From an optimization exercise on the open Yosys and OpenROAD flow, aimed at small area; shortcuts taken in it are not production practice.
At most, simulation tests tie the RTL to the original design; equivalence was not proved.
The RTL of runs 2, 5 and 6 was laid out without a check of its function.
Power figures rest on the tool's default switching activity, not on a simulated workload.

### design.v
`timescale 1ns/1ps
module tcounter (
    input        clk,
    input        rst,
    input        clear,
    output       done
    );
   localparam [6:0] START = 7'b0010001;
   localparam [6:0] INV = 7'b0101010;
   localparam [6:0] BSTART = START ^ INV;
   reg [6:0] b;
   wire [6:0] c = b ^ INV;
   wire      low6 = &c[5:0];
   assign    done = low6 & c[6];
   wire      fb   = ~(c[6] ^ c[0]) | low6;
   always @(posedge clk or posedge rst)
     if (rst) b[6] <= INV[6];
     else     b[6] <= clear ? BSTART[6] : ~b[5];
   always @(posedge clk)
     b[5:0] <= clear ? BSTART[5:0] : {~b[4:0], fb ^ INV[0]};
endmodule
`timescale 1ns/1ps
module debouncer (
   input  clk,
   input  rst,
   input  btn,
   output btn_db
   );
   localparam [1:0] IDLE = 2'd0, PRESS = 2'd1, PULSE = 2'd2, RELEASE = 2'd3;
   reg [1:0] ph;
   wire      t;
   wire clear = (ph == PULSE) |
                (ph == IDLE  & ~(btn & t)) |
                (ph == PRESS & ~btn);
   tcounter T1 (.clk(clk), .rst(rst), .clear(clear), .done(t));
   assign btn_db = (ph == PULSE);
   always @(posedge clk or posedge rst) begin
      if (rst)
        ph <= IDLE;
      else
        case (ph)
          IDLE:    if (btn) ph <= PRESS;
          PRESS:   if (!btn) ph <= t ? PULSE : IDLE;
          PULSE:   ph <= RELEASE;
          RELEASE: if (t) ph <= IDLE;
        endcase
   end
endmodule
`timescale 1ns/1ps
module transmit(
    input cw,
    input ccw,
    input arm_up,
    input arm_down,
    input load_line_up,
    input load_line_down,
    input [1:0] speed,
    output wire [7:0] uart_send_byte
);
    assign uart_send_byte = {speed,
                             cw & ~ccw, ccw & ~cw,
                             arm_up & ~arm_down, arm_down & ~arm_up,
                             load_line_up & ~load_line_down, load_line_down & ~load_line_up};
endmodule
`timescale 1ns/1ps
module uart_tx (
    input clk,
    input rst,
    input [7:0] data_in,
    output reg tx
);
    localparam [1:0] IDLE = 2'd0, LOAD = 2'd1, SEND = 2'd3, DONE = 2'd2;
    localparam [13:0] TFIRE = 14'b10010111110000;
    localparam [13:0] TMASK = 14'b01111111111111;   
    localparam [13:0] TINV  = 14'b01010101010101;
    localparam [13:0] UFIRE = TFIRE ^ TINV;
    reg [1:0]  state;
    reg [7:0]  last_data;
    reg [13:0] u;
    reg [7:0]  ring;
    localparam [3:0] KSTART = 4'b0010;
    localparam [3:0] KINV   = 4'b1010;
    reg [3:0]  kb;
    wire [3:0] k = kb ^ KINV;
    wire [13:0] c = u ^ TINV;
    wire hit  = ((c & TMASK) == (TFIRE & TMASK));
    wire send = (state == SEND);
    wire load = (state == LOAD);
    wire start = ~k[2] & ~k[0];         
    wire high  = ~k[3] & ~k[1];         
    wire fin   = k[2] & ~k[1] & k[0];   
    always @(posedge clk or posedge rst) begin
        if (rst) begin
            state     <= IDLE;
            tx        <= 1'b1;
            last_data <= 8'b0;
        end else begin
            case (state)
                IDLE: begin
                    last_data <= data_in;
                    if (data_in != last_data) state <= LOAD;
                end
                LOAD: state <= SEND;
                SEND: if (hit) begin
                    tx <= ~start & (high | ring[7]);
                    if (fin) state <= DONE;
                end
                DONE: state <= IDLE;
            endcase
        end
    end
    always @(posedge clk) begin
        u    <= send ? {~u[12:0], c[13] ^ c[0] ^ hit ^ TINV[0]} : UFIRE;
        ring <= load ? {data_in[7], data_in[0], data_in[1], data_in[2],
                        data_in[3], data_in[4], data_in[5], data_in[6]}
                     : {ring[6:0], ring[7]};
        kb   <= load ? KSTART ^ KINV : {~kb[2:0], k[3] ^ k[0] ^ KINV[0]};
    end
endmodule
module sev_seg_display (
        input clk,
        input rst,
        input [7:0] data_in,
        output wire [6:0] seg,
        output wire [3:0] an
);
    localparam [15:0] DSTART = 16'b0110011010000110;
    localparam [15:0] DLAST  = 16'b0011001101000011;
    localparam [15:0] DMASK  = 16'b0111111111111011;
    reg [15:0] d;
    reg [1:0]  digit;       
    reg [1:0]  pair;        
    reg        live;        
    reg [1:0]  sdigit;      
    reg [1:0]  spair;
    wire       wrap = ((d & DMASK) == (DLAST & DMASK));
    wire [1:0] digit_n = {digit[1] ^ (digit[0] & wrap), digit[0] ^ wrap};
    reg  [1:0] pair_n;
    always @(*)
        case (digit_n)
            2'd0:    pair_n = data_in[1:0];
            2'd1:    pair_n = data_in[3:2];
            2'd2:    pair_n = data_in[5:4];
            default: pair_n = data_in[7:6];
        endcase
    always @(posedge clk or posedge rst) begin
        if (rst) begin
            d     <= DSTART;
            digit <= 2'd0;
            pair  <= 2'd0;
            live  <= 1'b0;
        end else begin
            d     <= {d[14:0], d[15] ^ d[8] ^ wrap};
            digit <= digit_n;
            pair  <= pair_n;
            live  <= ~rst;   
        end
    end
    always @(posedge clk) begin
        sdigit <= digit;
        spair  <= pair;
    end
    wire p1 = spair[1], p0 = spair[0];
    wire lo = ~sdigit[1];                  
    wire d2 = sdigit[1] & ~sdigit[0];
    wire d3 = sdigit[1] & sdigit[0];
    wire [6:0] s;
    assign s[6] = ~lo & ~p1 & (d2 | ~p0);
    assign s[5] = lo ? ~p1 : d2 ? ~p0 : ~(p1 & p0);
    assign s[4] = d3 ? (p1 | ~p0) : ~p0 & ~(d2 & p1);
    assign s[3] = d3 ? ~(p1 ^ p0) : ~p0;
    assign s[2] = lo ? ~p0 : d2 | (~p1 & p0);
    assign s[1] = lo ? ~p1 : d2;
    assign s[0] = lo ? ~p1 : d2 | ~(p1 ^ p0);
    assign seg = s | {7{~live}};
    assign an  = {~live | ~d3, ~live | ~d2,
                  ~live | ~(lo & sdigit[0]), ~live | ~(lo & ~sdigit[0])};
endmodule
`timescale 1ns/1ps
module top (
	input  btn_up,
	input  btn_dn,
	input  clk,
	input  rst,
	input  cw,
	input  ccw,
	input  arm_up,
	input  arm_down,
	input  load_line_up,
	input  load_line_down,
	output wire [7:0] uart_data,
	output wire tx,
	output wire [6:0] seg,
	output wire [3:0] an
);
    reg  [1:0] speed;
    wire speed_up, speed_dn;   
    debouncer db_up   (.clk(clk), .rst(rst), .btn(btn_up), .btn_db(speed_up));
    debouncer db_down (.clk(clk), .rst(rst), .btn(btn_dn), .btn_db(speed_dn));
    always @(posedge clk or posedge rst) begin
        if (rst)
            speed <= 2'b00;
        else if (speed_dn && speed != 2'b00)
            speed <= speed - 2'b01;
        else if (speed_up && speed != 2'b11)
            speed <= speed + 2'b01;
    end
    transmit tx_module (
        .cw(cw), .ccw(ccw),
        .arm_up(arm_up), .arm_down(arm_down),
        .load_line_up(load_line_up), .load_line_down(load_line_down),
        .speed(speed),
        .uart_send_byte(uart_data)
    );
    uart_tx uart_module (.clk(clk), .rst(rst), .data_in(uart_data), .tx(tx));
    sev_seg_display display (.clk(clk), .rst(rst), .data_in(uart_data), .seg(seg), .an(an));
endmodule
### config.mk
export PLATFORM = sky130hd
export DESIGN_NAME = top
export DESIGN_NICKNAME = top
export VERILOG_FILES = /design/flow/design.v
export SDC_FILE = /design/flow/constraint.sdc
export NUM_CORES = 4
export LEC_CHECK = 0
export CAP_MARGIN = 20
export CORE_MARGIN = 2
export CORE_UTILIZATION = 65
export SLEW_MARGIN = 20
### flow/downsize.py
#!/usr/bin/env python3
"""Give every combinational cell of a mapped netlist the smallest-area drive
strength of its kind (same function and pins, e.g. nor4_4 -> nor4_1), and of
those the strongest (inv_1 -> inv_2, which has the same area).
Registers, tie cells and buffers are left as they are.
usage: downsize.py LIBERTY NETLIST  (NETLIST is rewritten in place)"""
import re, sys, collections

lib, net = sys.argv[1], sys.argv[2]
text = open(lib).read()
area = {m.group(1): float(m.group(2)) for m in re.finditer(
    r'cell\s*\(\s*"?(sky130_fd_sc_hd__\w+?)"?\s*\)\s*\{.*?area\s*:\s*([\d.]+)', text, re.S)}
dont = re.compile(r'__(lpflow|probe|df|edf|sdf|sedf|dl|conb|buf|clkbuf|clkinv|clkdly|tap|fill|decap|diode|ha_|fa_|macro)')
kinds = collections.defaultdict(list)
for c in area:
    m = re.match(r'(sky130_fd_sc_hd__\w+)_(\d+)$', c)
    if m and not dont.search(c):
        kinds[m.group(1)].append(c)
best = {}
for k, cells in kinds.items():
    for c in cells:
        small = min(cells, key=lambda x: (area[x], -int(x.rsplit('_', 1)[1])))
        if small != c and area[small] <= area[c]:
            best[c] = small
v = open(net).read()
count = collections.Counter()
def swap(m):
    c = m.group(1)
    if c in best:
        count[(c, best[c])] += 1
        return best[c] + m.group(2)
    return m.group(0)
v = re.sub(r'\b(sky130_fd_sc_hd__\w+)(\s+\S+\s*\()', swap, v)
open(net, 'w').write(v)
for (a, b), n in sorted(count.items()):
    print(f'{n:4d} {a} -> {b} ({area[a]} -> {area[b]})')
print('area saved:', round(sum(n * (area[a] - area[b]) for (a, b), n in count.items()), 3))
### constraint.sdc
create_clock -name core_clock -period 10.0 [get_ports {clk}]
set_input_delay 2.0000 -clock core_clock [delete_from_list [all_inputs] [get_ports {clk}]]
set_output_delay 2.0000 -clock core_clock [all_outputs]
set_load 0.01 [all_outputs]
### flow/run.sh
#!/bin/bash
# The standard layout (standard.sh), with these changes:
# - after the standard synthesis, each combinational cell is given its
#   smallest-area drive strength, the strongest of equal area (downsize.py;
#   registers are not touched), since
#   the 10 ns clock leaves ample slack; the resizer still repairs slew and
#   capacitance afterwards;
# - the port buffers use the smallest buffer cell;
# - clock tree synthesis uses clkbuf_4 and no dummy load cells.
# Each step's full output goes to its own log file here.
set -e
R=$PWD/orfs/results/$FLOW_PLATFORM/top/base
export BUFFER_PORTS_ARGS="-buffer_cell sky130_fd_sc_hd__buf_1"
export CTS_ARGS="-sink_clustering_enable -repair_clock_nets -dont_use_dummy_load -buf_list sky130_fd_sc_hd__clkbuf_4"
bash standard.sh $R/1_2_yosys.v > synth.log 2>&1
python3 flow/downsize.py $FLOW_HOME/platforms/$FLOW_PLATFORM/lib/sky130_fd_sc_hd__tt_025C_1v80.lib $R/1_2_yosys.v > downsize.log 2>&1
bash standard.sh > standard.log 2>&1
### standard.sh
#!/bin/bash
# synth_recipe.tcl (not shown) runs the flow's synth.tcl, then flattens the netlist and writes it again
# the make line also repeats each setting of config.mk as NAME=value (left out here)
make -C /OpenROAD-flow-scripts/flow DESIGN_CONFIG=/design/flow/config.mk WORK_HOME=/design/flow/orfs CLKGATE_MAP_FILE= SYNTH_SCRIPT=/design/flow/synth_recipe.tcl "${@:-finish}"
==> results list, run 1 <==
- The critical path is of the primary input to output pin type.
- For this run, design rule violations remaining after detail routing come to 0.
* Pwr per Cell Area: 171 mW/mm^2
- Final hold analysis gives a worst-case slack of 357 ps.
* HPWL after detailed placement: 3250 um
- The first routing iteration left 102 violations.
- Syn Inst Count: 273
- For this configuration, the core starts out at a cell density of 67.4%.
* Pin count of the biggest net entering global routing: 42
- For this design, the sink count on the clock tree is 82.
* Fin. max-slew vios: 0
* Number of antenna violations at the first check in global routing: 0
- Vias in the first global route: 1,776
- Global routing usage summed across all routing layers: 19.6%
- Setup violations remaining at the end of the flow were counted as 0.
- Routed Antenna Nets: 0
* Static Leak: 1.34 nW
- Period utilization: 45.7%
- The post-route netlist has 12.3% of its cells at a drive strength greater than 1.
- Dpl cells: 345
- The final route contains 1,890 vias.
- The number of nets handed over by synthesis was 286.
- Final routed wire length divided by cell count: 12.6 um
* Cell family with the largest share of critical-path delay: buffers and inverters
- The die is 70.9 um wide.
- Worst min-delay path class: flip-flop to flip-flop
* Total Wirelength: 4470 um
- The worst setup path is captured at an output pin.
* CTS Hold Buffers Added: 0
- Timing would allow up to 0.219 GHz.
- Final #Nets: 317
* Gr ovfl total: 0
- Final cell count without fillers: 354
- Number of instances resized during post-cts repair: 0
- The floorplan step defined a die boundary enclosing 0.00503 sq mm.
- Slowest cell on the critical path: nand2b_1
- Maximum vdd drop: 0.112 mV
* Skew-Pair Late Insertion Delay: 400 ps
- Average instance area after synthesis: 10.7 sq um
* Longest individual stage delay on the worst path: 240 ps
* Iteration count of the initial detailed-routing pass: 4
- Row cnt: 24
- Tmin final: 4570 ps
- Worst endpoint data arrival time: 2570 ps
* Max-capacitance violation count: 0
* Kind of launch point of the worst setup path: primary input
* Finished layout cell area: 0.00312 sq mm
- After floorplanning, the core was sized to cover 0.00432 sq mm.
- Cell-by-cell listing of the critical path: buf_1 -> nand2b_1 -> inv_2 -> buf_1
* Relative slew slack: 47.5%
- Clock Root Buffer: clkbuf_4
- Post-place instance area: 0.00305 sq mm
* Clock input transition at the sequential cells of the worst setup and hold paths: 110 ps
- Cell depth of the worst setup path: 4
- Number of cells on the worst reg-to-reg path: 6
- The first global-routing pass estimated 7640 um of wire.
* Relative area change from synthesis to final layout: 7.04%
* Post-route total power: 0.533 mW
- Inserted Clock Buffers: 9
* Diodes inserted: 0
* CTS tree: yes
- H-Tree Level Count: 3
* WHS Path Cells: 0
* Cell mode on critical path: buf_1
* Post-CTS setup buffer count: 0
- STA puts the critical path data required time at 8000 ps.
- The number of hold violations in the final report is 0.
* Longest Clk Path Bufs: 2
* Unrepaired setup endpoints after global routing: no
- Routability-driven placement finished with a final weighted congestion of 0.802.
- The floorplan step set the die height to 70.9 um.
- Final setup TNS: 0 ps
- Number of I/O port buffers: 29
- Dividing the detail-routed via count by the number of cells gives 5.34.
- Max FO, Critical Path: 5
- Counting both buffers and inverters, the worst setup path holds a total of 3.
- Skew final: 22.0 ps
- Filler instances: 323
* Count of boundary I/O pins: 30
- The run finished with no timing, DRC or antenna violations.
- Yosys warns: 5
* Worst Tran Pin Value: 787 ps
* Cell area after technology mapping: 0.00291 sq mm
-- metrics by stage --
step | worst slack [ps] | utilization (%)
floorplan | 5720 | -
global placement | 5460 | 70.5
detailed placement | 5420 | 70.5
CTS | 5430 | 72.1
global route | 5380 | 72.1
finish | 5430 | 72.1
-- layout by cell type (no fill, tap or decap), drive strengths merged --
cell      n
nand2b    9
nand3b    3
inv      12
mux4      2
nand4bb   1
nor4      3
nor2b     2
o22ai     1
and2      1
nor3      8
dfrtp    32
or3b      1
o41ai     1
a41o      1
a21o      1
nand2    48
ha        3
nor2     22
xnor2    12
a31oi     2
xor2      2
dfstp     8
clkbuf    9
nand4     2
nand4b    3
dfxtp    42
buf      29
o211ai    4
a21oi     4
nand3     6
or2       1
o21ai    22
nor4bb    1
mux2      4
-- path summary, 6_finish.rpt --
kind | start | endpoint | slack, ps
max reg2reg | display.d[1] | display.pair[0] | 7560
max in group asynchronous | rst | uart_module.last_data[1] | 7760
min in group asynchronous | rst | display.d[4] | 1710
max | cw | uart_data[4] | 5430
min | display.pair[0] | display.spair[0] | 360
min reg2reg | display.pair[0] | display.spair[0] | 360
-- state kept, by name (all words and copies together) (netlist names), named ones only --
| signal | flops |
|---|---|
| db_down.T1.b | 7 |
| db_down.ph | 1 |
| db_up.T1.b | 7 |
| db_up.ph | 1 |
| display.d | 16 |
| display.digit | 2 |
| display.live | 1 |
| display.pair | 2 |
| display.sdigit | 2 |
| display.spair | 2 |
| speed | 2 |
| uart_module.kb | 4 |
| uart_module.last_data | 8 |
| uart_module.ring | 8 |
| uart_module.state | 2 |
| uart_module.tx | 1 |
| uart_module.u | 14 |
-- cell type report --
cell class | instances | area (sq um) | area share [%]
Sequential cell | 82 | 1850 | 59.4
Multi-Input combinational cell | 170 | 980 | 31.4
Timing Repair Buffer | 29 | 109 | 3.49
Clock buffer | 9 | 67.6 | 2.17
Tap cell | 52 | 65.1 | 2.09
Inverter | 12 | 45.0 | 1.44
-- where the power goes --
group	switching, mW	internal, mW	total, mW
Sequential	0.0168	0.343	0.360
Combinational	0.0246	0.0197	0.0443
Clock	0.0868	0.0419	0.129
-- layer usage --
metal  global-route usage, %  up-vias  part of all wire (%)
met5                       0        -                     0
met4                    8.81        0                   1.9
met3                    5.27        7                   4.4
met2                    30.8       33                    45
met1                    25.6      880                    48
li1                        -      970                     -
==> inputs of run 2 (changes only) <==
--- a/design.v
+++ b/design.v
@@ -125,15 +125,18 @@
         output wire [3:0] an
 );
     localparam [15:0] DSTART = 16'b0110011010000110;
+    localparam [15:0] DNEXT  = 16'b1100110100001100;
     localparam [15:0] DLAST  = 16'b0011001101000011;
     localparam [15:0] DMASK  = 16'b0111111111111011;
-    reg [15:0] d;
+    localparam [15:0] DINV   = 16'b0101010101010101;
+    reg [15:0] db;
+    wire [15:0] d = db ^ DINV;
     reg [1:0]  digit;       
     reg [1:0]  pair;        
     reg        live;        
     reg [1:0]  sdigit;      
     reg [1:0]  spair;
-    wire       wrap = ((d & DMASK) == (DLAST & DMASK));
+    wire       wrap = live & ((d & DMASK) == (DLAST & DMASK));
     wire [1:0] digit_n = {digit[1] ^ (digit[0] & wrap), digit[0] ^ wrap};
     reg  [1:0] pair_n;
     always @(*)
@@ -145,18 +148,17 @@
         endcase
     always @(posedge clk or posedge rst) begin
         if (rst) begin
-            d     <= DSTART;
             digit <= 2'd0;
             pair  <= 2'd0;
             live  <= 1'b0;
         end else begin
-            d     <= {d[14:0], d[15] ^ d[8] ^ wrap};
             digit <= digit_n;
             pair  <= pair_n;
             live  <= ~rst;   
         end
     end
     always @(posedge clk) begin
+        db     <= live ? {~db[14:0], d[15] ^ d[8] ^ wrap ^ DINV[0]} : DNEXT ^ DINV;
         sdigit <= digit;
         spair  <= pair;
     end
==> results list, run 2 <==
- Counting every instance in the synthesized netlist gives 296.
- For this run, the slowest stage of the critical path takes 210 ps.
* Final routed wire length divided by cell count: 13.1 um
- The root buffer cell chosen for the clock tree is clkbuf_4.
* Fin. max-slew vios: 0
- Maximum vdd drop: 0.134 mV
- For the pin with the worst max-slew slack, the measured transition is 593 ps.
- Per report_power, the combinational group accounts for 8.1% of the total.
- TritonCTS built the clock tree.
- Maximum frequency from static timing analysis: 0.218 GHz
* Count of boundary I/O pins: 30
- Share of post-route cells with drive strength above 1: 9.60%
- Final setup TNS: 0 ps
- Max-cap violations in this run came to 0.
- Relative to the synthesized area, the layout overhead comes to 6.75%.
* Vias after detailed routing: 2,072
- The die is 71.3 um tall.
- For this design, the CTS-stage hold fixing added 0 buffers.
- Along the worst path, the maximum fanout reaches 5.
- The mapped netlist covers 0.00295 sq mm.
* Routed Antenna Nets: 0
- Residual DRC: 0
- Area inside the core boundary: 0.00435 sq mm
- The via count of the first global-routing pass was 1,935.
- Number of cells on the worst reg-to-reg path: 6
* Slowest cell on the critical path: nand2b_1
* Finished layout cell area: 0.00314 sq mm
- For the final database, setup skew stands at 26.5 ps.
- HPWL after detailed placement: 3580 um
- The net count of the finished layout is 338.
- Yosys printed 5 warnings.
- Required time at the endpoint of the critical path: 8000 ps
- The path with the worst hold slack has its endpoint at display.spair[0].
- Width of the chip: 71.3 um
- Total Wirelength: 4900 um
* Row cnt: 24
- Summing all placed instances gives a cell area of 0.00308 sq mm.
* Post-CTS setup buffer count: 0
- Setup violations remaining at the end of the flow were counted as 0.
* Result of the run: timing/DRC/antenna clean
- Data arrives at the worst endpoint at 2580 ps.
- FF-to-FF End: display.pair[0]
- The first global-routing pass estimated 8360 um of wire.
- Iteration count of the initial detailed-routing pass: 4
- Unrepaired setup endpoints after global routing: no
- Sw Ratio: 24.6%
- The register with the most flip-flops in the layout has 16 of them.
- Cell mode on critical path: buf_1
* Hold Crit Start: display.pair[0]
* Hold Violations, Final: 0
* Share of power burned in the clock network: 24.1%
- The largest registers in the layout are display.db (16), uart_module.u (14).
- Internal power: 0.408 mW
- A synthesized cell averages 9.95 sq um.
* Relative slew slack: 60.1%
* Total number of clock tree sinks: 82
* Cell-by-cell listing of the critical path: buf_1 -> nand2b_1 -> inv_2 -> buf_1
- Endpoint class of the critical path: output pin
* Number of instances resized during post-cts repair: 0
- Global routing usage summed across all routing layers: 21.2%
- The worst register-to-register path begins at display.db[14].
- Counting I/O delays and the setup requirement, the final critical path takes 4580 ps.
* Most frequent standard cell in the layout excluding fill and tap cells: dfxtp_1
* Diodes inserted: 0
- After clock tree synthesis, the clock-pin slew on the worst setup and hold paths is 120 ps.
* Syn nets: 309
- The tightest min-delay check is of the flip-flop to flip-flop type.
* Vias/cell: 5.53
* Die area: 0.00509 sq mm
- Pin count of the biggest net entering global routing: 26
- Number of antenna violations at the first check in global routing: 0
- For this configuration, the core starts out at a cell density of 67.6%.
- WHS Path Cells: 0
- Pwr per Cell Area: 172 mW/mm^2
- The final critical path takes up 45.8% of the cycle.
- The H-tree generated during clock tree synthesis spans 3 levels.
- Number of I/O port buffers: 29
- Ranked by flip-flop count, first place goes to display.db.
- After the first detailed-routing iteration, the DRC count stood at 63.
- Highest-count cells in the layout ignoring fill and taps: dfxtp_1 (58), nand2_1 (52), nor2_1 (38), buf_1 (29), dfrtp_1 (23)
- STA classifies the critical path startpoint as a primary input.
- Reg power frac: 67.9%
- Gr ovfl total: 0
- In this run the power spent charging and discharging nets is 0.133 mW.
- Critical setup path kind: primary input to output pin
- Inserted Clock Buffers: 9
* Skew-Pair Late Insertion Delay: 410 ps
- At the end of routability-driven placement, the weighted congestion stood at 0.800.
* Longest Clk Path Bufs: 2
- Static Leak: 1.33 nW
- The setup check on the worst reg-to-reg path leaves a slack of 7770 ps.
-- run 2: layout make-up --
class                      instances  area [sq um]
clock buffer                       9          67.6
fill                             336          1210
inverter                          12          45.0
multi-input combinational        191          1090
sequential                        82          1760
tap                               52          65.1
timing repair buffer              29           109
-- run 2: worst max-delay path by stage --
stage	from	slack, ps	to
after floorplan	load_line_up	5760	uart_data[0]
after global placement	load_line_down	5440	uart_data[1]
after detailed placement	load_line_down	5420	uart_data[1]
after CTS	load_line_down	5420	uart_data[1]
after global routing	load_line_down	5350	uart_data[0]
final	load_line_down	5420	uart_data[1]
-- run 2: power by group through the flow --
stage               clock network, mW  registers [mW]  logic [mW]
floorplan                           0           0.364      0.0383
global placement                    0           0.374      0.0427
detailed placement                  0           0.375      0.0442
CTS                             0.136           0.367      0.0445
global route                    0.147           0.370      0.0499
finish                          0.130           0.367      0.0438
-- run 2: metal layers --
layer	global-route usage, %	share of wire, %
met1	25.7	44
met2	34.5	49
met5	0	0
met4	9.22	2.0
met3	7.17	4.4
-- run 2: critical path: cells and delay by family --
| kind | cells | cell delay, ps |
|---|---|---|
| AND/OR/NAND/NOR | 1 | 210 |
| buffers and inverters | 3 | 360 |
-- run 2: through the flow --
stage | instances | hold slack [ps] | util (%) | total power [mW] | worst slack (ps)
6_report | 375 | 356 | 72.2 | 0.541 | 5420
5_1_grt | 375 | 376 | 72.2 | 0.567 | 5350
4_1_cts | 375 | 360 | 72.2 | 0.548 | 5420
3_5_place_dp | 366 | 331 | 70.7 | 0.419 | 5420
3_3_place_gp | 366 | 328 | 70.7 | 0.417 | 5440
2_1_floorplan | 296 | 324 | - | 0.403 | 5760
==> inputs of run 3 (changes only) <==
--- a/design.v
+++ b/design.v
@@ -144,7 +144,7 @@
             2'd0:    pair_n = data_in[1:0];
             2'd1:    pair_n = data_in[3:2];
             2'd2:    pair_n = data_in[5:4];
-            default: pair_n = data_in[7:6];
+            default: pair_n = {data_in[7], data_in[7] ^ data_in[6]};   
         endcase
     always @(posedge clk or posedge rst) begin
         if (rst) begin
@@ -168,12 +168,12 @@
     wire d3 = sdigit[1] & sdigit[0];
     wire [6:0] s;
     assign s[6] = ~lo & ~p1 & (d2 | ~p0);
-    assign s[5] = lo ? ~p1 : d2 ? ~p0 : ~(p1 & p0);
+    assign s[5] = lo ? ~p1 : d2 ? ~p0 : ~(p1 & ~p0);
     assign s[4] = d3 ? (p1 | ~p0) : ~p0 & ~(d2 & p1);
-    assign s[3] = d3 ? ~(p1 ^ p0) : ~p0;
+    assign s[3] = ~p0;
     assign s[2] = lo ? ~p0 : d2 | (~p1 & p0);
     assign s[1] = lo ? ~p1 : d2;
-    assign s[0] = lo ? ~p1 : d2 | ~(p1 ^ p0);
+    assign s[0] = lo ? ~p1 : d2 | ~p0;
     assign seg = s | {7{~live}};
     assign an  = {~live | ~d3, ~live | ~d2,
                   ~live | ~(lo & sdigit[0]), ~live | ~(lo & ~sdigit[0])};
==> results list, run 3 <==
- At the worst endpoint, the arrival time is 2520 ps.
- Total Wirelength: 4470 um
- The tree is rooted in a clkbuf_4.
- Final Wtd Congestion: 0.807
- After clock tree synthesis, the setup repair step added 0 buffers.
* Most frequent standard cell in the layout excluding fill and tap cells: dfxtp_1
- Global routing used 28.4% of the available met1 tracks.
- The total count of max-transition violations in the final report is 0.
* H-Tree Level Count: 3
- From bottom edge to top edge, the die measures 70.5 um.
- Count of boundary I/O pins: 30
- The total area inside the core boundary comes to 0.00432 sq mm.
- Width of the chip: 70.5 um
- Vias/cell: 5.29
* Diodes inserted: 0
- Dividing the synthesized area by the synthesized cell count gives 9.99 sq um.
* Number of instances resized during post-cts repair: 0
* Row cnt: 24
- The largest single stage delay on the critical path is 210 ps.
* Routed Antenna Nets: 0
- CTS tree: yes
- FF-to-FF End: display.pair[1]
- The via count of the first global-routing pass is 1,895.
- Wire length of the first global-routing pass: 8160 um
- Across all register-to-register paths, the minimum setup slack is 7610 ps.
- After synthesis the cells add up to 0.00288 sq mm.
* Worst min-delay path class: flip-flop to flip-flop
- The tool flagged a number of max-cap violations equal to 0.
- In this run the worst setup path terminates at uart_data[4].
* Final setup TNS: 0 ps
- Cell depth of the worst setup path: 4
- No sink is reached through more buffers than the 2 on the longest clock path.
- The worst register-to-register path begins at display.db[14].
- Total number of clock tree sinks: 82
* Syn nets: 301
- Sum of buffers and inverters on the critical path: 3
- In the final routed layout, each cell accounts on average for 12.1 um.
- Most Used Layer, Global Route: met2
* Post-route total power: 0.548 mW
- STA classifies the critical path startpoint as a primary input.
* HPWL after detailed placement: 3260 um
* Pin count of the biggest net entering global routing: 26
* Skew-Pair Late Insertion Delay: 400 ps
- Dividing total power by cell area gives a power density of 178 mW/mm^2.
- Die area: 0.00498 sq mm
- For this run, global-route usage on met3 was measured as 4.56%.
* Iteration-0 DRC Markers: 66
- The worst path in the final design needs a cycle of 4520 ps, including I/O delays and setup.
- Cell-by-cell listing of the critical path: buf_1 -> nand2b_1 -> inv_2 -> buf_1
- Iteration count of the initial detailed-routing pass: 4
- Static Leak: 1.30 nW
* Inserted Clock Buffers: 9
- Cell mode on critical path: buf_1
- Maximum frequency from static timing analysis: 0.221 GHz
- The cell family contributing the most delay on the critical path is buffers and inverters.
- Relative area change from synthesis to final layout: 7.22%
* Critical setup path kind: primary input to output pin
- Number of antenna violations at the first check in global routing: 0
* Clock input transition at the sequential cells of the worst setup and hold paths: 70 ps
- Met2 Usage GRT: 31.8%
* Period utilization: 45.2%
* Result of the run: timing/DRC/antenna clean
* Unrepaired setup endpoints after global routing: no
- The clock arrives with 34.9 ps of skew.
- Highest-count cells in the layout ignoring fill and taps: dfxtp_1 (58), nand2_1 (49), nor2_1 (33), buf_1 (29), o21ai_1 (25)
* Slowest cell on the critical path: nand2b_1
* Max FO, Critical Path: 4
- IR analysis of the VDD net gives a maximum drop of 0.111 mV.
- Syn Inst Count: 288
* Worst Tran Pin Value: 596 ps
- Required time at the endpoint of the critical path: 8000 ps
* Residual DRC: 0
* Initial standard-cell utilization of the core: 66.6%
- Final #Nets: 332
- The register with the most flip-flops in the layout has 16 of them.
- During placement, the flow inserted port buffers numbering 29.
* Global routing usage summed across all routing layers: 20.8%
- The largest registers in the layout are display.db (16), uart_module.u (14).
* CP Launch Point: cw
* Gr ovfl total: 0
* Share of post-route cells with drive strength above 1: 10.4%
- Number of cells on the worst reg-to-reg path: 6
- Number of setup violations in the final report: 0
* Relative slew slack: 60.3%
- The number of hold violations in the final report came to 0.
* Most flop-heavy register: display.db
* Vias after detailed routing: 1,952
- CTS Hold Buffers Added: 0
- During synthesis, Yosys emitted a total of 5 warnings.
- The worst setup path is captured at an output pin.
-- run 3: worst reg2reg max path: cells and delay by family, from the launching register on --
kind	cells	cell delay, ps
muxes	1	580
DFF	1	350
xor gates and xnor gates	1	390
adders and majority gates	1	200
and+or+nand+nor	3	710
-- run 3: cell type report --
type / count / area (sq um)
sequential: 82 / 1760
fill: 343 / 1240
multi-input combinational: 182 / 1020
timing repair buffer: 29 / 109
clock buffer: 9 / 67.6
tap: 52 / 65.1
inverter: 15 / 56.3
-- run 3: worst min-delay path by stage --
stage                    start                to  slack, ps  cells after the start
3_3_place_gp   display.pair[0]  display.spair[0]        330                      0
3_5_place_dp   display.pair[0]  display.spair[0]        330                      0
5_1_grt        display.pair[0]  display.spair[0]        350                      0
4_1_cts        display.pair[0]  display.spair[0]        340                      0
2_1_floorplan  display.pair[0]  display.spair[0]        320                      0
6_report       display.pair[0]  display.spair[0]        340                      0
-- run 3: per-stage QoR --
stage,area [sq um],worst slack (ps),instances,hold slack [ps],utilization [%]
after CTS,3090,5470,369,344,71.4
after global placement,3020,5480,360,330,69.8
after global routing,3090,5440,369,354,71.4
final,3090,5480,369,344,71.4
after floorplan,2880,5720,288,324,-
after detailed placement,3020,5480,360,327,69.8
-- run 3: where the power goes --
part / internal (mW) / switching [mW]
registers: 0.347 / 0.0193
logic: 0.0231 / 0.0292
clock network: 0.0420 / 0.0875
-- run 3: routing by layer --
metal / up-vias / routed length, um / part of all wire [%]
met3: 10 / 179 / 4.0
met2: 38 / 1920 / 43
met4: 0 / 105 / 2.3
li1: 1010 / - / -
met5: - / 0 / 0
met1: 894 / 2270 / 51
==> inputs of run 4 (changes only) <==
--- a/flow/run.sh
+++ b/flow/run.sh
@@ -6,12 +6,12 @@
 #   the 10 ns clock leaves ample slack; the resizer still repairs slew and
 #   capacitance afterwards;
 # - the port buffers use the smallest buffer cell;
-# - clock tree synthesis uses clkbuf_4 and no dummy load cells.
+# - clock tree synthesis uses clkbuf_8 and no dummy load cells.
 # Each step's full output goes to its own log file here.
 set -e
 R=$PWD/orfs/results/$FLOW_PLATFORM/top/base
 export BUFFER_PORTS_ARGS="-buffer_cell sky130_fd_sc_hd__buf_1"
-export CTS_ARGS="-sink_clustering_enable -repair_clock_nets -dont_use_dummy_load -buf_list sky130_fd_sc_hd__clkbuf_4"
+export CTS_ARGS="-sink_clustering_enable -repair_clock_nets -dont_use_dummy_load -buf_list sky130_fd_sc_hd__clkbuf_8"
 bash standard.sh $R/1_2_yosys.v > synth.log 2>&1
 python3 flow/downsize.py $FLOW_HOME/platforms/$FLOW_PLATFORM/lib/sky130_fd_sc_hd__tt_025C_1v80.lib $R/1_2_yosys.v > downsize.log 2>&1
 bash standard.sh > standard.log 2>&1
==> results list, run 4 <==
- In this run, the number of DRC markers left after iteration 0 of detailed routing was 66.
- Cell area after technology mapping: 0.00288 sq mm
- Total Wirelength: 4520 um
* R2R Path Start: display.db[14]
- Longest individual stage delay on the worst path: 210 ps
- Syn Inst Count: 288
- Tmin final: 4520 ps
- Data on the critical path arrives at its endpoint at 2520 ps.
* Final standard cell utilization of the core: 72.7%
* Filler instances: 338
- Highest-count cells in the layout ignoring fill and taps: dfxtp_1 (58), nand2_1 (49), nor2_1 (33), buf_1 (29), o21ai_1 (25)
- Count of boundary I/O pins: 30
* Vias after detailed routing: 1,954
- Die area: 0.00498 sq mm
- Total number of clock tree sinks: 82
- The critical path starts at cw.
- Initial standard-cell utilization of the core: 66.6%
- Dividing total power by cell area gives a power density of 189 mW/mm^2.
- Critical setup path kind: primary input to output pin
- The tree is rooted in a clkbuf_8.
- Setup repair after global routing left no endpoint under its margin.
- Most frequent standard cell in the layout excluding fill and tap cells: dfxtp_1
* Skew final: 16.8 ps
- Once the clock tree was built, the resizer swapped 0 gates to a different size.
- In this run the tightest slew margin relative to its limit is 59.7%.
- At the worst endpoint, the required time is 8000 ps.
- Iteration count of the initial detailed-routing pass: 4
* CTS Hold Buffers Added: 0
* CTS tree: yes
- Worst min-delay path class: flip-flop to flip-flop
- Setup violations remaining at the end of the flow were counted as 0.
- Post-place instance area: 0.00302 sq mm
* Number of I/O port buffers: 29
- After clock tree synthesis, the setup repair step added 0 buffers.
* Cell mode on critical path: buf_1
* Clock input transition at the sequential cells of the worst setup and hold paths: 50 ps
* H-Tree Level Count: 3
- After global routing the overflow that remains totals 0.
- Traced cell by cell, the critical path runs through buf_1 -> nand2b_1 -> inv_2 -> buf_1.
- Vertical die dimension: 70.5 um
* Final setup TNS: 0 ps
- The post-route netlist has 10.4% of its cells at a drive strength greater than 1.
- Slowest cell on the critical path: nand2b_1
- Average instance area after synthesis: 9.99 sq um
- Most flop-heavy register: display.db
* Relative area change from synthesis to final layout: 9.17%
- Fin. max-slew vios: 0
* Pin count of the biggest net entering global routing: 26
* Finished layout cell area: 0.00314 sq mm
- In the final layout, the registers with the most flip-flops are display.db (16), uart_module.u (14).
- In this run the worst path has a maximum fanout of 4.
* Max-capacitance violation count: 0
- Final #Nets: 332
- At the placement stage, the worst setup path has a slack of 5480 ps.
- Across the VDD grid, the largest voltage drop is 0.111 mV.
- Final Wtd Congestion: 0.807
- Inserted Clock Buffers: 9
- Sum of buffers and inverters on the critical path: 3
- Syn nets: 301
- Final routed wire length divided by cell count: 12.3 um
- Row cnt: 24
- Dividing the detail-routed via count by the number of cells gives 5.30.
* Max reg flops: 16
- Kind of launch point of the worst setup path: primary input
* Cell family with the largest share of critical-path delay: buffers and inverters
- Counting along the longest clock path gives a buffer depth of 2.
* Wire length of the first global-routing pass: 8180 um
- The via count of the first global-routing pass was 1,898.
- The worst setup path is captured at an output pin.
* Maximum frequency from static timing analysis: 0.221 GHz
* Hold Crit Start: display.pair[0]
- Hold Violations, Final: 0
- Static Leak: 1.32 nW
- Setup ws final: 5480 ps
- In the global route stage, overall resource usage came out at 21.2%.
* Diodes inserted: 0
- Width of the chip: 70.5 um
* Area inside the core boundary: 0.00432 sq mm
- HPWL after detailed placement: 3260 um
- Routed Antenna Nets: 0
- The Yosys step of the flow raised 5 warnings.
- For the worst-skew pair, the clock arrives at the later sink with an insertion delay of 340 ps.
- In the finished design, the share of the clock period the worst path needs comes to 45.2%.
- The number of antenna violations at the first check in global routing is 0.
* Result of the run: timing/DRC/antenna clean
- In the routed design, unresolved DRC markers number 0.
- For the pin with the worst max-slew slack, the measured transition is 605 ps.
-- run 4: per-stage QoR --
| step | hold slack (ps) | power [mW] | std cells |
|---|---|---|---|
| after floorplan | 324 | 0.408 | 288 |
| after global placement | 330 | 0.427 | 360 |
| after CTS | 339 | 0.600 | 369 |
| after global routing | 348 | 0.623 | 369 |
| final | 339 | 0.593 | 369 |
| after detailed placement | 327 | 0.427 | 360 |
-- run 4: where the power goes --
| part | total [mW] | switching (mW) | internal, mW |
|---|---|---|---|
| clock | 0.173 | 0.0931 | 0.0803 |
| sequential | 0.367 | 0.0191 | 0.348 |
| combinational | 0.0525 | 0.0295 | 0.0231 |
-- run 4: area by class of cell --
cell class                 instances  area (sq um)  area share [%]
inverter                          15          56.3            1.79
tap                               52          65.1            2.07
timing repair buffer              29           109            3.46
multi-input combinational        182          1020            32.6
clock buffer                       9           124            3.94
sequential                        82          1760            56.1
-- run 4: per-layer routing --
| metal | track usage (%) | vias to the layer above | share of wire (%) |
|---|---|---|---|
| met2 | 32.3 | 38 | 44 |
| met3 | 6.27 | 6 | 4.3 |
| li1 | - | 1008 | - |
| met1 | 28.1 | 902 | 50 |
| met4 | 10.1 | 0 | 1.5 |
| met5 | 0 | - | 0 |
-- run 4: path summary, 6_finish.rpt --
kind,end,slack [ps],cells past startpoint
setup / recovery,uart_data[4],5480,4
hold / removal,display.spair[0],340,0
setup reg to reg,display.pair[1],7640,6
hold reg to reg,display.spair[0],340,0
max in group asynchronous,uart_module.tx,7980,2
min in group asynchronous,uart_module.state[0],1670,2
==> inputs of run 5 (changes only) <==
--- a/design.v
+++ b/design.v
@@ -1,7 +1,7 @@
 `timescale 1ns/1ps
 module tcounter (
     input        clk,
-    input        rst,
+    input        live,     
     input        clear,
     output       done
     );
@@ -11,18 +11,16 @@
    reg [6:0] b;
    wire [6:0] c = b ^ INV;
    wire      low6 = &c[5:0];
-   assign    done = low6 & c[6];
+   assign    done = low6 & c[6] & live;
    wire      fb   = ~(c[6] ^ c[0]) | low6;
-   always @(posedge clk or posedge rst)
-     if (rst) b[6] <= INV[6];
-     else     b[6] <= clear ? BSTART[6] : ~b[5];
    always @(posedge clk)
-     b[5:0] <= clear ? BSTART[5:0] : {~b[4:0], fb ^ INV[0]};
+     b <= clear ? BSTART : {~b[5:0], fb ^ INV[0]};
 endmodule
 `timescale 1ns/1ps
 module debouncer (
    input  clk,
    input  rst,
+   input  live,
    input  btn,
    output btn_db
    );
@@ -32,7 +30,7 @@
    wire clear = (ph == PULSE) |
                 (ph == IDLE  & ~(btn & t)) |
                 (ph == PRESS & ~btn);
-   tcounter T1 (.clk(clk), .rst(rst), .clear(clear), .done(t));
+   tcounter T1 (.clk(clk), .live(live), .clear(clear), .done(t));
    assign btn_db = (ph == PULSE);
    always @(posedge clk or posedge rst) begin
       if (rst)
@@ -122,7 +120,8 @@
         input rst,
         input [7:0] data_in,
         output wire [6:0] seg,
-        output wire [3:0] an
+        output wire [3:0] an,
+        output reg live         
 );
     localparam [15:0] DSTART = 16'b0110011010000110;
     localparam [15:0] DNEXT  = 16'b1100110100001100;
@@ -133,7 +132,6 @@
     wire [15:0] d = db ^ DINV;
     reg [1:0]  digit;       
     reg [1:0]  pair;        
-    reg        live;        
     reg [1:0]  sdigit;      
     reg [1:0]  spair;
     wire       wrap = live & ((d & DMASK) == (DLAST & DMASK));
@@ -197,8 +195,9 @@
 );
     reg  [1:0] speed;
     wire speed_up, speed_dn;   
-    debouncer db_up   (.clk(clk), .rst(rst), .btn(btn_up), .btn_db(speed_up));
-    debouncer db_down (.clk(clk), .rst(rst), .btn(btn_dn), .btn_db(speed_dn));
+    wire live;                 
+    debouncer db_up   (.clk(clk), .rst(rst), .live(live), .btn(btn_up), .btn_db(speed_up));
+    debouncer db_down (.clk(clk), .rst(rst), .live(live), .btn(btn_dn), .btn_db(speed_dn));
     always @(posedge clk or posedge rst) begin
         if (rst)
             speed <= 2'b00;
@@ -215,5 +214,5 @@
         .uart_send_byte(uart_data)
     );
     uart_tx uart_module (.clk(clk), .rst(rst), .data_in(uart_data), .tx(tx));
-    sev_seg_display display (.clk(clk), .rst(rst), .data_in(uart_data), .seg(seg), .an(an));
-endmodule
+    sev_seg_display display (.clk(clk), .rst(rst), .data_in(uart_data), .seg(seg), .an(an), .live(live));
+endmodule
--- a/flow/run.sh
+++ b/flow/run.sh
@@ -6,12 +6,12 @@
 #   the 10 ns clock leaves ample slack; the resizer still repairs slew and
 #   capacitance afterwards;
 # - the port buffers use the smallest buffer cell;
-# - clock tree synthesis uses clkbuf_8 and no dummy load cells.
+# - clock tree synthesis uses clkbuf_4 and no dummy load cells.
 # Each step's full output goes to its own log file here.
 set -e
 R=$PWD/orfs/results/$FLOW_PLATFORM/top/base
 export BUFFER_PORTS_ARGS="-buffer_cell sky130_fd_sc_hd__buf_1"
-export CTS_ARGS="-sink_clustering_enable -repair_clock_nets -dont_use_dummy_load -buf_list sky130_fd_sc_hd__clkbuf_8"
+export CTS_ARGS="-sink_clustering_enable -repair_clock_nets -dont_use_dummy_load -buf_list sky130_fd_sc_hd__clkbuf_4"
 bash standard.sh $R/1_2_yosys.v > synth.log 2>&1
 python3 flow/downsize.py $FLOW_HOME/platforms/$FLOW_PLATFORM/lib/sky130_fd_sc_hd__tt_025C_1v80.lib $R/1_2_yosys.v > downsize.log 2>&1
 bash standard.sh > standard.log 2>&1
==> results list, run 5 <==
* Iteration-0 DRC Markers: 63
* Clock Root Buffer: clkbuf_4
- The number of antenna diodes in the final layout is 0.
- In this run the power density over the cells is 178 mW/mm^2.
- Between clock sinks in the finished design, the worst skew comes to 21.4 ps.
- At the pin with the least slew margin, the transition time is 644 ps.
* Max reg flops: 16
- Across the VDD grid, the largest voltage drop is 0.150 mV.
* Largest registers ranked by flip-flop count: display.db (16), uart_module.u (14)
- Iteration count of the initial detailed-routing pass: 4
- Cell area after technology mapping: 0.00290 sq mm
* Worst endpoint data arrival time: 2530 ps
- The worst hold path belongs to the class flip-flop to flip-flop.
- The longest clock path from root to sink contains 2 buffers.
- Clock tree synthesis inserted a total of 9 buffers.
* Filler instances: 356
- Leaving out fill and tap cells, the most frequent cell in the layout is dfxtp_1.
- Syn nets: 303
- Wire length of the first global-routing pass: 8400 um
- The final critical path takes up 45.3% of the cycle.
- Yosys printed 5 warnings.
* Vertical die dimension: 70.7 um
* Relative area change from synthesis to final layout: 7.04%
- Final standard cell utilization of the core: 71.7%
* Residual DRC: 0
- Summing internal, switching and leakage power gives 0.551 mW.
- Static Leak: 1.32 nW
* Required time at the endpoint of the critical path: 8000 ps
- Pin count of the biggest net entering global routing: 24
* Total Wirelength: 4790 um
* Vias in the first global route: 1,928
- H-Tree Level Count: 3
- Counting every instance in the synthesized netlist gives 290.
- Final #Nets: 333
- STA classifies the critical path startpoint as a primary input.
- Count of boundary I/O pins: 30
- Vias/cell: 5.44
- Setup repair after global routing left no endpoint under its margin.
- In this run the tightest slew margin relative to its limit is 57.1%.
* Gr ovfl total: 0
- Summed over all nets, the half-perimeter wirelength after detailed placement is 3460 um.
* Setup ws final: 5470 ps
- The worst setup path is of the primary input to output pin kind.
- OpenSTA, run right after detailed placement, puts the worst setup slack at 5470 ps.
* Vias after detailed routing: 2,011
* Initial standard-cell utilization of the core: 67.0%
* Fin. max-slew vios: 0
- Number of setup violations in the final report: 0
- Number of cells on the worst reg-to-reg path: 5
- Die area: 0.00500 sq mm
- STA classifies the critical path endpoint as an output pin.
- In this run the remaining antenna-violating nets after routing total 0.
- The total area inside the core boundary comes to 0.00432 sq mm.
- Max-capacitance violation count: 0
- Along the worst path, the maximum fanout reaches 4.
- Final Wtd Congestion: 0.793
* Maximum frequency from static timing analysis: 0.221 GHz
* Tmin final: 4530 ps
- Total number of clock tree sinks: 82
- In this run, post-CTS repair resized a total of 0 instances.
- Final setup TNS: 0 ps
* Post-CTS setup buffer count: 0
* Width of the chip: 70.7 um
* Number of antenna violations at the first check in global routing: 0
- Row cnt: 24
- Leaving out fill and tap cells, the most frequent cells in the layout are dfxtp_1 (60), nand2_1 (52), nor2_1 (29), buf_1 (29), o21ai_1 (23).
- Result of the run: timing/DRC/antenna clean
- Skew-Pair Late Insertion Delay: 410 ps
- In the final routed layout, each cell accounts on average for 12.9 um.
- In this run the mean area of a mapped cell was 9.98 sq um.
- The number of hold violations in the final report came to 0.
- Hold timing on the final database bottoms out at a slack of 371 ps.
* Most flop-heavy register: display.db
- Global routing usage summed across all routing layers: 21.8%
* Share of post-route cells with drive strength above 1: 9.43%
* WHS Path Cells: 0
- CTS tree: yes
- CTS Hold Buffers Added: 0
- Number of I/O port buffers: 29
- Clock input transition at the sequential cells of the worst setup and hold paths: 100 ps
==> run 5: worst paths after layout <==
kind,slack [ps],to,from
max in group asynchronous,8050,uart_module.tx,rst
hold / removal,370,display.spair[0],display.pair[0]
min in group asynchronous,1590,db_up.ph[0],rst
setup / recovery,5470,uart_data[2],arm_up
setup reg to reg,7570,display.pair[0],display.live
hold reg to reg,370,display.spair[0],display.pair[0]
==> run 5: power by group <==
part / total [mW] / internal (mW) / leakage (nW) / switching [mW]
combinational: 0.0525 / 0.0229 / 0.540 / 0.0296
sequential: 0.368 / 0.347 / 0.736 / 0.0205
clock: 0.131 / 0.0419 / 0.0414 / 0.0892
total: 0.551 / 0.412 / 1.32 / 0.139
==> run 5: layout make-up <==
class | count | area (sq um) | area share [%]
clock buffer | 9 | 67.6 | 2.18
inverter | 14 | 52.6 | 1.70
multi-input combinational | 184 | 1050 | 34.0
sequential | 82 | 1750 | 56.6
tap | 52 | 65.1 | 2.10
timing repair buffer | 29 | 109 | 3.51
==> run 5: worst max-delay path, stage by stage <==
cell	delay [ps]
buf_1	80
nand2b_1	220
inv_2	80
buf_1	140
==> run 5: metrics by stage <==
stage | std cells | instance area [sq um]
after global placement | 361 | 3030
final | 370 | 3100
after global routing | 370 | 3100
after CTS | 370 | 3100
after detailed placement | 361 | 3030
after floorplan | 290 | 2900
==> run 5: per-layer routing <==
metal | global-route usage [%] | part of all wire, % | vias up
met5 | 0 | 0 | -
met4 | 8.18 | 1.5 | 0
met3 | 8.97 | 5.6 | 7
met2 | 34.3 | 46 | 50
met1 | 27.3 | 47 | 938
li1 | - | - | 1016
==> inputs of run 6 (changes only) <==
--- a/design.v
+++ b/design.v
@@ -65,6 +65,7 @@
     input clk,
     input rst,
     input [7:0] data_in,
+    input live,             
     output reg tx
 );
     localparam [1:0] IDLE = 2'd0, LOAD = 2'd1, SEND = 2'd3, DONE = 2'd2;
@@ -74,6 +75,7 @@
     localparam [13:0] UFIRE = TFIRE ^ TINV;
     reg [1:0]  state;
     reg [7:0]  last_data;
+    wire changed = live ? (data_in != last_data) : (data_in != 8'b0);
     reg [13:0] u;
     reg [7:0]  ring;
     localparam [3:0] KSTART = 4'b0010;
@@ -91,13 +93,9 @@
         if (rst) begin
             state     <= IDLE;
             tx        <= 1'b1;
-            last_data <= 8'b0;
         end else begin
             case (state)
-                IDLE: begin
-                    last_data <= data_in;
-                    if (data_in != last_data) state <= LOAD;
-                end
+                IDLE: if (changed) state <= LOAD;
                 LOAD: state <= SEND;
                 SEND: if (hit) begin
                     tx <= ~start & (high | ring[7]);
@@ -108,6 +106,7 @@
         end
     end
     always @(posedge clk) begin
+        if (state == IDLE) last_data <= data_in;
         u    <= send ? {~u[12:0], c[13] ^ c[0] ^ hit ^ TINV[0]} : UFIRE;
         ring <= load ? {data_in[7], data_in[0], data_in[1], data_in[2],
                         data_in[3], data_in[4], data_in[5], data_in[6]}
@@ -213,6 +212,6 @@
         .speed(speed),
         .uart_send_byte(uart_data)
     );
-    uart_tx uart_module (.clk(clk), .rst(rst), .data_in(uart_data), .tx(tx));
+    uart_tx uart_module (.clk(clk), .rst(rst), .data_in(uart_data), .live(live), .tx(tx));
     sev_seg_display display (.clk(clk), .rst(rst), .data_in(uart_data), .seg(seg), .an(an), .live(live));
 endmodule
==> results list, run 6 <==
- The flow ran to the end and the layout has no timing, DRC or antenna violations.
- For this block, the via count after detailed routing is 1,863.
* Number of setup violations in the final report: 0
* Number of I/O port buffers: 29
- In this run the cell area of the synthesized design comes to 0.00292 sq mm.
- Routability-driven placement finished with a final weighted congestion of 0.830.
- CTS tree: yes
* Synth Area in XOR/XNOR: 5.38%
- Counting every net in the synthesized netlist gives 279.
* Synthesis area per yosys: 0.00293 sq mm
- The die is 71.0 um tall.
- Maximum frequency from static timing analysis: 0.218 GHz
- Sequential fraction of the synthesis area: 61.2%
* Largest registers ranked by flip-flop count: display.db (16), uart_module.u (14)
- Summed over all layers, the global routing overflow is 0.
* Diodes inserted: 0
- Row cnt: 24
- Highest routed layer: met4
* Yosys reg bits: 82
* Worst Tran Pin Value: 896 ps
- Iteration count of the initial detailed-routing pass: 4
- The synthesized netlist devotes 6.02% of its cell area to compound gates.
* Width of the chip: 71.0 um
- The register with the most flip-flops in the layout has 16 of them.
- The first global-routing pass estimated 8110 um of wire.
- The HPWL after detailed placement is 3240 um.
- Cells fill 72.4% of the core in the end.
- Metal3 WL: 246 um
- The area growth from synthesis to layout is 7.38%.
* Vias in the first global route: 1,793
- Fin. max-slew vios: 0
* Clock input transition at the sequential cells of the worst setup and hold paths: 100 ps
- Clock tree synthesis found a total of 82 sinks.
- Total Wirelength: 4570 um
- Global routing used 21.0% of the available tracks across all layers.
- STA classifies the critical path endpoint as an output pin.
- Main flop type after synthesis: dfxtp_1
- In the post-synthesis netlist, the biggest area contributors are dfxtp_1 (41%), dfrtp_1 (11%), edfxtp_1 (8.2%), nand2_1 (4.4%), xnor2_1 (3.9%).
- Iteration-0 DRC Markers: 56
* Hold Crit Start: display.pair[1]
- Slowest cell on the critical path: ha_1
- Of the total synthesized cell area, the portion taken by AND, OR, NAND and NOR gates is 15.6%.
- Buffers inserted during clock tree synthesis total 9.
- Dividing the detail-routed via count by the number of cells gives 5.43.
- Most frequent standard cell in the layout excluding fill and tap cells: dfxtp_1
* Initial standard-cell utilization of the core: 67.4%
* Yosys warns: 5
* Fraction of registers with async set/reset: 17.1%
* Synth cell count leaders: dfxtp_1 (60), nand2_1 (34), nor2_1 (28)
* Required time at the endpoint of the critical path: 8000 ps
* Hold Violations, Final: 0
* Sum of buffers and inverters on the critical path: 2
- After the last flow step, the layout net total stands at 312.
- Skew-Pair Late Insertion Delay: 400 ps
* Longest individual stage delay on the worst path: 280 ps
- Pwr per Cell Area: 180 mW/mm^2
- After technology mapping, the gate count stands at 260.
* Post-CTS setup buffer count: 0
* Kind of launch point of the worst setup path: primary input
- CP Launch Point: arm_down
* Residual DRC: 0
- Sum of routed wire segments on met1: 2260 um
* Critical setup path kind: primary input to output pin
- Headroom to the max-slew limit came out at 40.1%.
- Power comes to 0.564 mW.
- Adder-cell share of the synthesized area: 3.84%
- Max-capacitance violation count: 0
- After clock tree synthesis, the flow added hold-fix buffers numbering 0.
* Count leader, synth: dfxtp_1
- The worst register-to-register path begins at display.live.
- Cell family with the largest share of critical-path delay: buffers and inverters
- The portion of synthesized area spent on multiplexers is 5.38%.
* Unrepaired setup endpoints after global routing: no
* Combinational family with the most area after synthesis: simple AND/OR/NAND/NOR gates
- display.db holds more flip-flops than any other register.
- Cell taking the most area after synthesis: dfxtp_1
* Tmin final: 4580 ps
- Counting distinct cell types in the post-synthesis netlist gives 43.
* Worst endpoint data arrival time: 2580 ps
- Cells with a size suffix above 1 make up 13.1% of the layout.
* Met2 layer wire length in the routed design: 2030 um
* Pin count of the biggest net entering global routing: 21
- OpenSTA, run right after detailed placement, puts the worst setup slack at 5420 ps.
- Clock Root Buffer: clkbuf_4
* Longest Clk Path Bufs: 2
- The worst path uses 45.8% of the clock period.
- Number of antenna violations at the first check in global routing: 0
* Routed Antenna Nets: 0
- Static Leak: 1.26 nW
* Cell-by-cell listing of the critical path: buf_1 -> ha_1 -> buf_1
- VDD sags by at most 0.126 mV.
* Average instance area after synthesis: 11.2 sq um
- The clock tree synthesis step divided the H-tree into 3 levels.
- After detailed routing, the average wire length per cell comes to 13.3 um.
- Count of boundary I/O pins: 30
- The floorplan step defined a die boundary enclosing 0.00504 sq mm.
- Worst min-delay path class: flip-flop to flip-flop
- Number of instances resized during post-cts repair: 0
- Cell mode on critical path: buf_1
* Setup ws final: 5420 ps
* Final setup TNS: 0 ps
* Max FO, Critical Path: 5
* Share of the synthesized area in the top cell type: 41.0%
- After floorplanning, the core was sized to cover 0.00432 sq mm.
* Skew final: 23.5 ps
- Number of synthesized flops with an enable pin: 8
- Highest-count cells in the layout ignoring fill and taps: dfxtp_1 (60), nand2_1 (35), buf_1 (29), nor2_1 (28)
run 6: final cells by class:
type | instances | area [sq um]
clock buffers | 9 | 67.6
fillers | 342 | 1190
inverters | 13 | 48.8
multi-input cells | 158 | 1050
flip-flops and latches | 82 | 1790
well taps | 52 | 65.1
repair buffers | 29 | 109
run 6: report_power, final:
group	leakage [nW]	switching, mW	internal [mW]
clock	0.0414	0.0898	0.0420
combinational	0.491	0.0309	0.0274
sequential	0.732	0.0219	0.352
total	1.26	0.143	0.422
run 6: worst paths after layout:
| kind | endpoint | slack (ps) | depth (start not counted) |
|---|---|---|---|
| max in group asynchronous | uart_module.tx | 8200 | 2 |
| worst max register to register | display.pair[1] | 7520 | 5 |
| worst max-delay path | uart_data[2] | 5420 | 3 |
| worst min-delay path | display.spair[1] | 350 | 0 |
| min in group asynchronous | display.live | 1520 | 2 |
| worst min register to register | display.spair[1] | 350 | 0 |
run 6: stage by stage:
| step | hold slack [ps] | area (sq um) | instances |
|---|---|---|---|
| final | 350 | 3130 | 343 |
| after global placement | 326 | 3060 | 334 |
| after CTS | 349 | 3130 | 343 |
| after global routing | 355 | 3130 | 343 |
| after floorplan | 324 | 2920 | 260 |
| after detailed placement | 327 | 3060 | 334 |
run 6: logic make-up (layout without fill, tap and decap cells):
logic type / count (synthesis) / count (layout)
XOR/XNOR: 18 / 18
AND/OR/NAND/NOR: 94 / 94
flip-flops: 82 / 82
adder cells (fa/ha/maj): 9 / 9
multiplexers: 12 / 12
buffers and inverters: 20 / 51
AO/OA/AOI/OAI: 25 / 25
run 6: layer usage:
layer  global-route usage [%]  vias up
met4                     6.29        0
met3                     8.97        4
met5                        0        -
li1                         -      940
met2                     32.4       45
met1                     27.3      874

[separate check: timing with driven ports]
How much do the figures lean on ideal ports? The routed layouts below were timed once more, with nothing changed but the port constraints.
Step 1 sets driving cells, clkbuf_16 on the clock port and buf_2 on the other inputs (assumed; they add their load-dependent delay and slew).
Step 2 times the ports against the registers' clock, not the clock port: input delays grow and output delays shrink by t, the midpoint of the rising clock arrivals with the driver on.
a / b / c = ideal ports / drivers / drivers and shift; a / b = the first two.
run | t, ns | setup WS [ns] | worst hold slack (ns) | worst register clock-pin slew, ns
run 1 | 0.416 | 5.433 / 5.414 / 5.414 | 0.357 / 0.357 / 0.357 | 0.11 / 0.11
run 2 | 0.426 | 5.419 / 5.388 / 5.388 | 0.356 / 0.356 / 0.356 | 0.12 / 0.12
run 3 | 0.408 | 5.477 / 5.457 / 5.457 | 0.344 / 0.344 / 0.344 | 0.12 / 0.12
run 4 | 0.355 | 5.477 / 5.456 / 5.456 | 0.339 / 0.339 / 0.339 | 0.07 / 0.07
run 5 | 0.422 | 5.470 / 5.448 / 5.448 | 0.371 / 0.371 / 0.371 | 0.12 / 0.12
run 6 | 0.417 | 5.420 / 5.394 / 5.394 | 0.350 / 0.350 / 0.350 | 0.11 / 0.11
After both steps every run listed still meets setup and hold. For run 2, which loses most, drivers alone change the setup slack by -0.031 ns; drivers and shift together by -0.031 ns.
